What follows belongs to an exercise in optimizing a design on an open flow for small area, a short achievable clock period and few clock cycles per item; a production flow would make more cautious choices.
The RTL was checked by simulation tests, not by an equivalence proof against the original design.

[flow/run.sh]
#!/bin/bash
# The standard layout with these changes, none to the design or constraints:
#  - ABC maps for area (flow/abc_area.script replaces the speed script),
#    and adders are left to ABC instead of being mapped to full-adder cells
#    first (ADDER_MAP_FILE empty); registers are mapped exactly as before;
#  - the port buffers are the smallest buffer (buf_1);
#  - clock tree synthesis inserts no dummy loads;
#  - repair_timing aims for 110.6 ns of setup slack (paths within 29.4 ns),
#    which it only needs on the paths from the reset input; it does not clone
#    gates, so the registers stay those of the standard synthesis.
set -euo pipefail
cd "$(dirname "$0")/.."
rm -rf scripts_area
cp -r "$FLOW_HOME/scripts" scripts_area
cp flow/abc_area.script scripts_area/abc_speed.script
export SCRIPTS_DIR="$PWD/scripts_area"
export BUFFER_PORTS_ARGS="-buffer_cell sky130_fd_sc_hd__buf_1"
export CTS_ARGS="-sink_clustering_enable -repair_clock_nets -buf_list sky130_fd_sc_hd__clkbuf_8 -dont_use_dummy_load"
export SETUP_SLACK_MARGIN=110.6
export SKIP_GATE_CLONING=1
bash standard.sh ADDER_MAP_FILE= finish > standard.log 2>&1
[flow/abc_area.script]
strash
dch
amap
topo
stime -c
upsize -c -D 27000
dnsize -c -D 27000
stime -c
[standard.sh]
#!/bin/bash
# synth_recipe.tcl (not shown) runs the flow's synth.tcl, then flattens the netlist and writes it again
# the make line also repeats each setting of config.mk as NAME=value (left out here)
make -C /OpenROAD-flow-scripts/flow DESIGN_CONFIG=/design/flow/config.mk WORK_HOME=/design/flow/orfs CLKGATE_MAP_FILE= SYNTH_SCRIPT=/design/flow/synth_recipe.tcl "${@:-finish}"
[config.mk]
export PLATFORM = sky130hd
export DESIGN_NAME = modinv
export DESIGN_NICKNAME = modinv
export VERILOG_FILES = /design/flow/design.v
export SDC_FILE = /design/flow/constraint.sdc
export NUM_CORES = 4
export LEC_CHECK = 0
export CAP_MARGIN = 20
export CORE_MARGIN = 2
export CORE_UTILIZATION = 65
export CTS_BUF_LIST = sky130_fd_sc_hd__clkbuf_8
export GPL_TIMING_DRIVEN = 0
export SLEW_MARGIN = 20
[constraint.sdc]
create_clock -name core_clock -period 140.0 [get_ports {clk}]
set_input_delay 28.0000 -clock core_clock [delete_from_list [all_inputs] [get_ports {clk}]]
set_output_delay 28.0000 -clock core_clock [all_outputs]
set_load 0.01 [all_outputs]
[design.v]
module modinv(clk, reset, number, prime, finished, gcd, inverse);
    input [31:0] number, prime;
    input wire clk, reset;
    output [31:0] gcd, inverse;
    output finished;
    reg [30:0] A, B, PA, PB, P0;
    reg par;
    reg done;
    function [4:0] blen;
        input [30:0] v;
        integer i;
        begin
            blen = 0;
            for (i = 0; i < 31; i = i + 1)
                if (v[i]) blen = i + 1;
        end
    endfunction
    function [32:0] radd;
        input [31:0] a, b;
        input ci;
        integer i;
        reg c;
        begin
            c = ci;
            for (i = 0; i < 32; i = i + 1) begin
                radd[i] = a[i] ^ b[i] ^ c;
                c = (a[i] & b[i]) | (c & (a[i] ^ b[i]));
            end
            radd[32] = c;
        end
    endfunction
    wire [4:0] la = blen(A);
    wire [4:0] lb = blen(B);
    wire [5:0] kd = {1'b0, la} - {1'b0, lb};
    wire [4:0] k = kd[4:0];
    wire [30:0] Bk = B << k;
    wire [31:0] PBk = {1'b0, PB} << k;
    wire [32:0] gex = radd({1'b0, A}, ~{1'b0, Bk}, 1'b1);
    wire ge1 = gex[32];                        
    wire lt = kd[5] | ((kd[4:0] == 0) & ~ge1);   
    wire [30:0] Bs = lt ? 31'd0 : (ge1 ? Bk : {1'b0, Bk[30:1]});
    wire [30:0] PBs = (lt | done) ? 31'd0 : (ge1 ? PBk[30:0] : PBk[31:1]);
    wire kk0 = ge1 ? (k == 0) : (k == 1);       
    wire [30:0] Bh = {1'b0, Bs[30:1]};
    wire [30:0] PBh = {1'b0, PBs[30:1]};
    wire [32:0] r1x = radd({1'b0, A}, ~{1'b0, Bs}, 1'b1);
    wire [31:0] t1 = {1'b0, A}, t2 = ~{1'b0, Bs}, t3 = ~{1'b0, Bh};
    wire [31:0] ts = t1 ^ t2 ^ t3;
    wire [31:0] tc = (t1 & t2) | (t1 & t3) | (t2 & t3);
    wire [32:0] r2x = radd(ts, {tc[30:0], 1'b1}, 1'b1);
    wire q2 = ~r2x[31] & ~kk0 & ~lt;
    wire [30:0] nA = q2 ? r2x[30:0] : r1x[30:0];
    wire [31:0] u1 = {1'b0, PA}, u2 = {1'b0, PBs}, u3 = q2 ? {1'b0, PBh} : 32'd0;
    wire [31:0] us = u1 ^ u2 ^ u3;
    wire [31:0] uc = (u1 & u2) | (u1 & u3) | (u2 & u3);
    wire [32:0] nPAx = radd(us, {uc[30:0], 1'b0}, 1'b0);
    wire [30:0] nPA = nPAx[30:0];
    wire swap = nA < B;
    wire fin = swap & (nA == 0);
    wire [32:0] p0x = radd({1'b0, P0}, ~{1'b0, PB}, 1'b1);
    wire [30:0] inv = par ? PB : ((PB == 0) ? 31'd0 : p0x[30:0]);
    always @(posedge clk) begin
        if (reset) begin
            A <= number[30:0];
            B <= prime[30:0];
            PA <= 31'd1;
            PB <= 31'd0;
            par <= 1'b0;
        end else if (swap) begin
            A <= B;
            B <= nA;
            PA <= fin ? inv : PB;
            PB <= nPA;
            par <= ~par;
        end else begin
            A <= nA;
            PA <= nPA;
        end
    end
    always @(posedge clk)
        P0 <= prime[30:0];
    always @(posedge clk or posedge reset) begin
        if (reset)
            done <= 1'b0;
        else if (fin)
            done <= 1'b1;
    end
    assign finished = done;
    assign gcd = {1'b0, A};
    assign inverse = {1'b0, PA};
endmodule
==> run_results.csv, run 1 <==
group,metric,value,unit
worst_setup_path,crit_path_start,"reset",
layout,combined_area_of_the_multi_input_logic_cells,10260,sq um
clock_tree,htree_num_levels,4,
grt,vias_in_the_first_global_route,16350,
clock_tree,clkLatencyLatePin,480,ps
placement,dp_slack,109780,ps
worst_setup_path,crit_path_start_kind,"input port",
synthesis,synth.top_cell.area_share,0.1733,
synthesis,post_synthesis_instance_total,2179,
layout,antenna-diode-count,0,
floorplanning,num_io_pins,131,
timing,worst_slew_margin_rel,0.2271,
floorplanning,initial_utilization,0.6616,
placement,port_buffers,126,
synthesis,synthesis.yosys.warnings,1,
layout,nNetsFinal,2413,
layout,drive_gt1_frac,0.03113,
clock_tree,cts_hold_repair.buffers,0,
worst_setup_path,crit_type,"in2reg",
placement,dp_hpwl,36550,um
grt,globalRouteTotalUtil,0.3993,
synthesis,syn-cell-area,14440,sq um
worst_setup_path,worst_r2r_path_depth,136,
run_status,status,"finished clean",
layout,finish.utilization,0.7348,
synthesis,ys_ff_latch,157,
synthesis,yosys.cell_types.count,54,
clock_tree,root_buffer,"sky130_fd_sc_hd__clkbuf_8",
timing,worst-slew-pin-transition,1152,ps
hold_path,holdCritPathClass,"reg2reg",
worst_setup_path,rr_startpoint,"B[1]$_DFFE_PP_",
timing,tns,0,ps
worst_setup_path,cp_data_required_time,140360,ps
layout,nFillCells,1886,
synthesis,yosysSeqAreaShare,0.2395,
floorplanning,dieArea,23420,sq um
route,drtAntennaViolNets,0,
worst_setup_path,cp_num_buf_inv,5,
job,timing.max_cap.violations,0,
synthesis,async_flop_share,0.006369,
worst_setup_path,critical_path.cell_chain,"buf_2 -> buf_12 -> buf_12 -> nor2_4 -> buf_16 -> inv_12 -> a31oi_1 -> o21ai_0 -> o21a_1",
grt,antenna_found_initial,0,
floorplanning,die_height,153.0,um
route,detail_route.drc_violations,0,
clock_tree,path_clk_slew,70,ps
timing,grt_setup_unrepaired,"false",
synthesis,synth_largest_area_cell,"sky130_fd_sc_hd__dfxtp_1",
layout,layout_common_cells,"sky130_fd_sc_hd__nor2_1 (378), sky130_fd_sc_hd__nand2_1 (281), sky130_fd_sc_hd__o21ai_0 (199), sky130_fd_sc_hd__clkinv_1 (195), sky130_fd_sc_hd__o22ai_1 (192)",
clock_tree,tritoncts,"built",
route,dr_total_vias,18130,
worst_setup_path,crit_path_top_delay_cell,"sky130_fd_sc_hd__buf_12",
layout,layout.area.seq,3458,sq um
hold_path,number_of_instances_on_the_worst_hold_path,1,
clock_tree,cts.sink_count,157,
timing,fin_crit_sh,0.2091,
worst_setup_path,cpLargestDelayFamily,"buffers and inverters",
grt,grt_start_max_net_pins,64,
timing,final_critical_path_setup_slack,110730,ps
route,dr.pass1.iters,8,
grt,total_global_routing_overflow,0,
timing,hold-worst-slack,462.6,ps
synthesis,edff_count_synth,31,
synthesis,avgSynthCellArea,6.626,sq um
route,routed_via_density,6.906,
worst_setup_path,worstSetupPathDepth,9,
timing,timing.fmax,34.16,MHz
worst_setup_path,critical-path-max-stage-delay,210,ps
floorplanning,core-area,21820,sq um
floorplanning,die_width,153.0,um
timing,finalSetupViolations,0,
timing,slew_violations,0,
synthesis,synth_flop_cell,"sky130_fd_sc_hd__dfxtp_1",
worst_setup_path,cp_data_arrival_time,29630,ps
timing,worst_clock_skew,26.94,ps
floorplanning,placement_rows,54,
route,detail_route.wirelength,48380,um
clock_tree,clock_path_buffers,2,
timing,hold_viol_final,0,
worst_setup_path,path_common_cell,"sky130_fd_sc_hd__buf_12",
hold_path,hold_start,"par$_SDFFE_PP0P_",
route,routedWlPerCell,18.43,um
placement,gp_congestion,0.9510,
layout,final_common_cell,"sky130_fd_sc_hd__nor2_1",
grt,grt_first_pass_wirelength,77940,um
worst_setup_path,endpoint_kind,"flop",
synthesis,main_area_contributors_after_synthesis,"sky130_fd_sc_hd__dfxtp_1 (17%), sky130_fd_sc_hd__nor2_1 (9.9%), sky130_fd_sc_hd__o22ai_1 (8.3%), sky130_fd_sc_hd__o21ai_0 (7.6%), sky130_fd_sc_hd__nand2_1 (7.4%)",
route,dr.first_iter.drc_count,2162,
timing,fin_crit,29270,ps
worst_setup_path,critPathMaxFanout,62,
clock_tree,cts-buffers-inserted,17,
layout,flow.area_growth_from_synthesis,11.06,%
==> layout make-up <==
| type | count | area share |
|---|---|---|
| sequential | 157 | 0.2157 |
| clock buffer | 17 | 0.01459 |
| buffer | 2 | 0.0009363 |
| inverter | 214 | 0.05243 |
| tap | 280 | 0.02185 |
| timing repair buffer | 148 | 0.05439 |
| multi-input combinational | 1807 | 0.6401 |
==> final timing paths <==
path | to | slack [ps]
min in group asynchronous | done$_DFFE_PP0P_ | 27700
worst min register to register | par$_SDFFE_PP0P_ | 460
worst max-delay path | PA[0]$_SDFF_PP1_ | 110730
worst max register to register | PA[5]$_SDFF_PP0_ | 116560
worst min-delay path | par$_SDFFE_PP0P_ | 460
max in group asynchronous | done$_DFFE_PP0P_ | 112200
==> metal layers <==
layer	track usage	vias up	wire (um)
met5	0	-	0
met4	0.2209	0	2465
met3	0.04565	204	4320
met2	0.6635	1053	22510
met1	0.5064	8160	19080
li1	-	8711	-
==> synthesized netlist by cell type, types with 22 or more instances <==
cell type,number
sky130_fd_sc_hd__nor3_1,22
sky130_fd_sc_hd__dfxtp_1,125
sky130_fd_sc_hd__nand4_1,22
sky130_fd_sc_hd__a21o_1,58
sky130_fd_sc_hd__edfxtp_1,31
sky130_fd_sc_hd__nand2_1,283
sky130_fd_sc_hd__o32ai_1,22
sky130_fd_sc_hd__clkinv_1,199
sky130_fd_sc_hd__o21ai_1,36
sky130_fd_sc_hd__nor2_1,379
sky130_fd_sc_hd__o21ai_0,218
sky130_fd_sc_hd__o221ai_1,81
sky130_fd_sc_hd__a22oi_1,90
sky130_fd_sc_hd__nor2b_1,22
sky130_fd_sc_hd__o21a_1,55
sky130_fd_sc_hd__o221a_1,25
sky130_fd_sc_hd__o22ai_1,192
sky130_fd_sc_hd__a21oi_1,113
sky130_fd_sc_hd__o211a_1,28
sky130_fd_sc_hd__o22a_1,64
==> state kept, by name (all words and copies together) (netlist names) <==
register and cells:
A 31, B 31, P0 31, PA 31, PB 31, done 1, par 1
==> stage by stage <==
stage	instances	cell area [sq um]
2_1_floorplan	2180	14460
3_5_place_dp	2607	15780
5_1_grt	2625	16040
4_1_cts	2625	16030
6_report	2625	16040
3_3_place_gp	2586	15280
==> kinds of logic (layout without fill, tap and decap cells) <==
group / after synthesis / after routing / share of synthesized area
other: 1 / 2 / 0.0002597
flip-flops: 157 / 157 / 0.2395
buffers and inverters: 216 / 381 / 0.05737
AO/OA/AOI/OAI: 1031 / 1031 / 0.4842
AND/OR/NAND/NOR: 774 / 774 / 0.2186
==> what timing repair did <==
item                                    4_1_cts  5_1_grt
endpoints found under the setup margin       40        1
pin swaps                                     1        0
resized for setup                             1        1
buffers inserted                              1        0
Testbench counts, summed over its fixed seeds: cycles 9,142, items 480.
==> run 2: changes to the inputs <==
--- a/config.mk
+++ b/config.mk
@@ -9,5 +9,4 @@
 export CORE_MARGIN = 2
 export CORE_UTILIZATION = 65
 export CTS_BUF_LIST = sky130_fd_sc_hd__clkbuf_8
-export GPL_TIMING_DRIVEN = 0
 export SLEW_MARGIN = 20
==> run 2 against run 1 <==
Compared with the run above:
- still clean
- clock-buffer cell count unchanged
- non-clock buffer count decreased by 7
- sequential share of layout area increased by 0.40 points
- critical path depth decreased by 5
- worst hold slack improved by 8.3 ps
- synthesized cell count unchanged
- worst setup slack got worse by 43 ps
- maximum frequency decreased by 0.15%
- final area decreased by 1.8%
- critical endpoint is now B[18]$_DFFE_PP_
==> run_results.csv, run 2 <==
group,metric,value,unit
route,topRoutingLayerUsed,"met4",
worst_setup_path,critical-path-max-stage-delay,520,ps
timing,worst_slew_margin_rel,0.2875,
synthesis,edff_count_synth,31,
run_status,status,"finished clean",
layout,drive_gt1_frac,0.02652,
route,routed-wl-met2,22620,um
synthesis,syn-cell-area,14440,sq um
worst_setup_path,cpLargestDelayFamily,"buffers and inverters",
layout,final_common_cell,"sky130_fd_sc_hd__nor2_1",
layout,antenna-diode-count,0,
clock_tree,clock_path_buffers,2,
synthesis,synth_flop_cell,"sky130_fd_sc_hd__dfxtp_1",
synthesis,async_flop_share,0.006369,
floorplanning,die_height,153.0,um
route,routed_via_density,6.841,
worst_setup_path,cp_data_arrival_time,29390,ps
synthesis,synth_largest_area_cell,"sky130_fd_sc_hd__dfxtp_1",
layout,nNetsFinal,2406,
placement,dp_hpwl,35730,um
grt,globalRouteTotalUtil,0.3935,
synthesis,netlist_top_cells_count,"sky130_fd_sc_hd__nor2_1 (379), sky130_fd_sc_hd__nand2_1 (283), sky130_fd_sc_hd__o21ai_0 (218)",
timing,slew_violations,0,
timing,finalSetupViolations,0,
synthesis,main_area_contributors_after_synthesis,"sky130_fd_sc_hd__dfxtp_1 (17%), sky130_fd_sc_hd__nor2_1 (9.9%), sky130_fd_sc_hd__o22ai_1 (8.3%), sky130_fd_sc_hd__o21ai_0 (7.6%), sky130_fd_sc_hd__nand2_1 (7.4%)",
route,detail_route.drc_violations,0,
synthesis,ys_ff_latch,157,
layout,flow.area_growth_from_synthesis,9.029,%
floorplanning,core-area,21820,sq um
synthesis,synthesis.yosys.warnings,1,
route,dr.first_iter.drc_count,1880,
floorplanning,placement_rows,54,
grt,total_global_routing_overflow,0,
timing,hold-worst-slack,470.9,ps
timing,fin_crit_sh,0.2094,
synthesis,avgSynthCellArea,6.626,sq um
route,dr_total_vias,17910,
timing,worst_clock_skew,36.51,ps
route,detail_route.wirelength,48270,um
route,total_routed_wire_length_on_the_met1_layer,19180,um
worst_setup_path,endpoint_kind,"flop",
worst_setup_path,cp_num_buf_inv,3,
clock_tree,tritoncts,"built",
hold_path,holdCritPathClass,"reg2reg",
clock_tree,root_buffer,"sky130_fd_sc_hd__clkbuf_8",
placement,gp_congestion,0.9790,
route,routed-wl-met3,4317,um
grt,grt_first_pass_wirelength,76690,um
timing,worst-slew-pin-transition,1062,ps
synthesis,post_synthesis_instance_total,2179,
clock_tree,path_clk_slew,70,ps
grt,antenna_found_initial,0,
floorplanning,num_io_pins,131,
synthesis,yosys.cell_types.count,54,
timing,tns,0,ps
placement,port_buffers,126,
timing,fin_crit,29310,ps
clock_tree,clkLatencyLatePin,470,ps
timing,timing.fmax,34.11,MHz
route,drtAntennaViolNets,0,
grt,vias_in_the_first_global_route,16040,
timing,hold_viol_final,0,
layout,layout_common_cells,"sky130_fd_sc_hd__nor2_1 (378), sky130_fd_sc_hd__nand2_1 (282), sky130_fd_sc_hd__o21ai_0 (199), sky130_fd_sc_hd__clkinv_1 (197), sky130_fd_sc_hd__o22ai_1 (192)",
worst_setup_path,critical_path.cell_chain,"buf_2 -> buf_6 -> clkinv_8 -> nand2_8",
grt,grt_start_max_net_pins,95,
route,dr.pass1.iters,8,
job,timing.max_cap.violations,0,
clock_tree,cts_hold_repair.buffers,0,
clock_tree,cts-buffers-inserted,17,
floorplanning,initial_utilization,0.6616,
worst_setup_path,cp_data_required_time,140080,ps
synthesis,yosysSeqAreaShare,0.2395,
worst_setup_path,crit_path_start_kind,"input port",
route,routedWlPerCell,18.44,um
synthesis,synth.top_cell.area_share,0.1733,
floorplanning,dieArea,23420,sq um
clock_tree,htree_num_levels,4,
clock_tree,cts.sink_count,157,
timing,grt_setup_unrepaired,"false",
worst_setup_path,critPathMaxFanout,94,
floorplanning,die_width,153.0,um
synthesis,yosysMostFrequentCell,"sky130_fd_sc_hd__nor2_1",
worst_setup_path,crit_path_top_delay_cell,"sky130_fd_sc_hd__buf_6",
worst_setup_path,crit_type,"in2reg",
run 2: cell type report:
| class | instances | area, sq um |
|---|---|---|
| Fill cell | 1929 | 6081 |
| Sequential cell | 157 | 3458 |
| Clock buffer | 17 | 234.0 |
| Multi-Input combinational cell | 1807 | 10260 |
| Inverter | 214 | 833.3 |
| Timing Repair Buffer | 143 | 609.3 |
| Tap cell | 280 | 350.3 |
run 2: logic make-up after synthesis:
family	synth area share
DFF	0.2395
and+or+nand+nor	0.2186
AOI/OAI and AO/OA	0.4842
buffers and inverters	0.05737
other	0.0002597
run 2: repair_timing:
item                       in CTS  in global routing
hold endpoints to repair        0                  0
setup endpoints to repair      94                  1
setup buffers                   0                  0
gates resized for setup         2                  1
run 2: per-layer routing:
metal,up-vias,GRT usage
li1,8671,-
met2,932,0.6699
met5,-,0
met1,8135,0.4971
met3,173,0.05529
met4,0,0.1733
run 2: path summary, 6_finish.rpt:
path | cells after the start | slack [ps] | startpoint | endpoint
setup / recovery | 4 | 110690 | reset | B[18]$_DFFE_PP_
setup reg to reg | 162 | 117260 | B[2]$_DFFE_PP_ | PA[30]$_SDFF_PP0_
hold / removal | 1 | 470 | par$_SDFFE_PP0P_ | par$_SDFFE_PP0P_
max in group asynchronous | 3 | 112070 | reset | done$_DFFE_PP0P_
hold reg to reg | 1 | 470 | par$_SDFFE_PP0P_ | par$_SDFFE_PP0P_
min in group asynchronous | 3 | 27810 | reset | done$_DFFE_PP0P_
run 2: through the flow:
stage / cells / utilization / worst slack, ps / cell area, sq um
6_report: 2618 / 0.7214 / 110690 / 15740
5_1_grt: 2618 / 0.7214 / 110610 / 15740
4_1_cts: 2617 / 0.7207 / 110670 / 15730
3_5_place_dp: 2600 / 0.7094 / 109720 / 15480
3_3_place_gp: 2600 / 0.7094 / 109800 / 15480
2_1_floorplan: 2180 / - / 109970 / 14460
==> run 3: changes to the inputs <==
==> flow/abc_area.script (replaced) <==
strash
dch
amap -m
topo
stime -c
upsize -c -D 27000
dnsize -c -D 27000
stime -c
==> run 3 against run 2 <==
Compared with the run above:
- still clean on timing, DRC and antenna
- clock skew is 14 ps lower
- sequential share of layout area up 0.28 points
- register-to-register slack worse by 80 ps
- first-iteration DRC count increased by 17%
- utilization is 0.47 points lower
- flip-flop and latch count did not move
- synthesized cell count down 1.3%
- maximum frequency fell by 0.12%
- worst setup slack got worse by 36 ps
- non-clock buffer count fell by 2
- critical endpoint is now PA[0]$_SDFF_PP1_
==> run_results.csv, run 3 <==
group,metric,value,unit
run_status,status,"finished clean",
clock_tree,cts.sink_count,157,
placement,dpl_cell_area,15260,sq um
grt,grt_first_pass_wirelength,76820,um
layout,stdcell_count,2587,
grt,met3_usage,0.05391,
route,dr_total_vias,17830,
placement,dp_hpwl,35390,um
floorplanning,placement_rows,54,
worst_setup_path,crit_path_top_delay_cell,"sky130_fd_sc_hd__buf_6",
timing,final_critical_path_setup_slack,110650,ps
clock_tree,path_clk_slew,70,ps
worst_setup_path,critical_path.cell_chain,"buf_4 -> buf_6 -> nor2_2 -> buf_12 -> clkinv_16 -> a31oi_1 -> o21ai_0 -> o21a_1",
layout,nNetsFinal,2375,
worst_setup_path,endpoint_kind,"flop",
grt,globalRouteTotalUtil,0.3970,
floorplanning,dieArea,23090,sq um
timing,worst_clock_skew,22.26,ps
synthesis,avgSynthCellArea,6.619,sq um
clock_tree,cts-buffers-inserted,17,
synthesis,yosys.cell_types.count,51,
worst_setup_path,crit_path_start_kind,"input port",
timing,worst-slew-pin-transition,1060,ps
route,detail_route.wirelength,47840,um
placement,numPlacedInstances,2570,
synthesis,synth.top_cell.area_share,0.1759,
synthesis,synthesis.yosys.warnings,1,
timing,tns,0,ps
route,routedWlPerCell,18.49,um
worst_setup_path,cpLargestDelayFamily,"buffers and inverters",
grt,antenna_found_initial,0,
layout,final_area,15540,sq um
worst_setup_path,cp_num_buf_inv,4,
grt,use_met1,0.4970,
grt,groute.layer.met2.usage,0.6622,
synthesis,post_synthesis_instance_total,2150,
clock_tree,clkLatencyLatePin,480,ps
clock_tree,tritoncts,"built",
floorplanning,die_height,152.0,um
timing,fin_crit,29350,ps
clock_tree,clock_path_buffers,2,
grt,globalRoute.busiestLayer,"met2",
timing,grt_setup_unrepaired,"true",
timing,slew_violations,0,
grt,total_global_routing_overflow,0,
timing,timing.fmax,34.07,MHz
worst_setup_path,critPathMaxFanout,62,
layout,layout_common_cells,"sky130_fd_sc_hd__nor2_1 (339), sky130_fd_sc_hd__nand2_1 (281), sky130_fd_sc_hd__o21ai_0 (267), sky130_fd_sc_hd__o22ai_1 (184), sky130_fd_sc_hd__clkinv_1 (174)",
worst_setup_path,critical-path-max-stage-delay,280,ps
synthesis,yosysMostFrequentCell,"sky130_fd_sc_hd__nor2_1",
route,dr.first_iter.drc_count,2195,
synthesis,async_flop_share,0.006369,
timing,worst_slew_margin_rel,0.2890,
route,routed_via_density,6.893,
synthesis,synth_flop_cell,"sky130_fd_sc_hd__dfxtp_1",
synthesis,yosysSeqAreaShare,0.2430,
grt,vias_in_the_first_global_route,16120,
layout,final_common_cell,"sky130_fd_sc_hd__nor2_1",
clock_tree,root_buffer,"sky130_fd_sc_hd__clkbuf_8",
layout,drive_gt1_frac,0.02427,
synthesis,main_area_contributors_after_synthesis,"sky130_fd_sc_hd__dfxtp_1 (18%), sky130_fd_sc_hd__o21ai_0 (10%), sky130_fd_sc_hd__nor2_1 (9.0%), sky130_fd_sc_hd__o22ai_1 (8.1%), sky130_fd_sc_hd__nand2_1 (7.4%)",
worst_setup_path,cp_data_required_time,140360,ps
layout,flow.area_growth_from_synthesis,9.233,%
synthesis,synth_largest_area_cell,"sky130_fd_sc_hd__dfxtp_1",
layout,antenna-diode-count,0,
worst_setup_path,cp_data_arrival_time,29710,ps
placement,gp_congestion,0.9864,
job,timing.max_cap.violations,0,
worst_setup_path,crit_type,"in2reg",
synthesis,edff_count_synth,31,
placement,port_buffers,126,
synthesis,ys_ff_latch,157,
clock_tree,post-cts-setup-buffer-count,0,
route,detail_route.drc_violations,0,
floorplanning,die_width,152.0,um
floorplanning,num_io_pins,131,
floorplanning,initial_utilization,0.6561,
timing,finalSetupViolations,0,
clock_tree,htree_num_levels,4,
grt,grt_start_max_net_pins,95,
synthesis,syn-cell-area,14230,sq um
placement,dp_slack,109460,ps
clock_tree,cts_hold_repair.buffers,0,
timing,fin_crit_sh,0.2097,
synthesis,netlist_top_cells_count,"sky130_fd_sc_hd__nor2_1 (340), sky130_fd_sc_hd__o21ai_0 (286), sky130_fd_sc_hd__nand2_1 (282)",
hold_path,holdCritPathClass,"reg2reg",
route,dr.pass1.iters,8,
timing,hold_viol_final,0,
route,drtAntennaViolNets,0,
floorplanning,core-area,21690,sq um
[run 3: cell count changes after synthesis, moves of 9 or more]
| cell | previous run | this run |
|---|---|---|
| sky130_fd_sc_hd__a21o_1 | 58 | 30 |
| sky130_fd_sc_hd__clkinv_1 | 199 | 176 |
| sky130_fd_sc_hd__nor2_1 | 379 | 340 |
| sky130_fd_sc_hd__o21ai_0 | 218 | 286 |
| sky130_fd_sc_hd__o221ai_1 | 81 | 90 |
| sky130_fd_sc_hd__o21a_1 | 55 | 31 |
| sky130_fd_sc_hd__a21oi_1 | 113 | 142 |
[run 3: area by class of cell]
cell class,instances,area [sq um]
multi-input cells,1805,10150
fillers,1917,6145
flip-flops and latches,157,3458
inverters,187,748.2
repair buffers,141,605.6
well taps,280,350.3
clock buffers,17,234.0
[run 3: path summary, 6_finish.rpt]
path / from / cells past startpoint / slack (ps) / endpoint
min reg2reg: par$_SDFFE_PP0P_ / 1 / 460 / par$_SDFFE_PP0P_
min in group asynchronous: reset / 3 / 27860 / done$_DFFE_PP0P_
max in group asynchronous: reset / 3 / 112030 / done$_DFFE_PP0P_
max reg2reg: A[1]$_DFF_P_ / 193 / 117180 / PA[30]$_SDFF_PP0_
min: par$_SDFFE_PP0P_ / 1 / 460 / par$_SDFFE_PP0P_
max: reset / 8 / 110650 / PA[0]$_SDFF_PP1_
[run 3: timing repair]
item / 4_1_cts / 5_1_grt
hold endpoints to repair: 0 / 0
resized for setup: 6 / 3
endpoints found under the setup margin: 124 / 44
cloned: 0 / 0
[run 3: logic make-up (layout without fill, tap and decap cells)]
group	count (synthesis)	in the layout	synth area share
AO/OA/AOI/OAI	1075	1075	0.4971
buffers and inverters	189	345	0.05091
flip-flops	157	157	0.2430
other	1	2	0.0002635
AND/OR/NAND/NOR	728	728	0.2087
[run 3: metrics by stage]
| step | hold slack (ps) | util |
|---|---|---|
| 2_1_floorplan | 430.6 | - |
| 3_3_place_gp | 441.0 | 0.7036 |
| 3_5_place_dp | 448.0 | 0.7036 |
| 4_1_cts | 459.7 | 0.7163 |
| 5_1_grt | 477.9 | 0.7167 |
| 6_report | 462.6 | 0.7167 |
[run 3: worst reg2reg max path, delay by kind of cell, from the launching register on]
kind	cells	cell delay, ps
DFF	1	470
AOI/OAI and AO/OA	58	8560
and+or+nand+nor	128	10990
buffers and inverters	7	2580
[run 3: layer usage]
metal | vias up | part of all wire
li1 | 8642 | -
met1 | 8066 | 0.40
met2 | 935 | 0.46
met3 | 190 | 0.088
met4 | 0 | 0.052
met5 | - | 0

what the ideal ports hide:
The flow's constraints put no driver on any port. The routed layouts listed below were extracted and timed again, unchanged, in two steps. Step 1 sets driving cells, clkbuf_16 on the clock port and buf_2 on the other inputs (assumed; they add their load-dependent delay and slew). Step 2 times the ports against the registers' clock, not the clock port: input delays grow and output delays shrink by t, the midpoint of the rising clock arrivals with the driver on. a / b / c = ideal ports / drivers / drivers and shift; a / b = the first two.
run	shift t [ns]	setup WS [ns]	worst setup path at the end
run 1	0.506	110.728 / 110.749 / 110.244	input to register
run 2	0.495	110.685 / 110.704 / 110.208	input to register
run 3	0.512	110.649 / 110.671 / 110.159	input to register
After both steps every run listed still meets setup and hold. For run 3, which loses most, drivers alone change the setup slack by +0.022 ns; drivers and shift together by -0.490 ns.
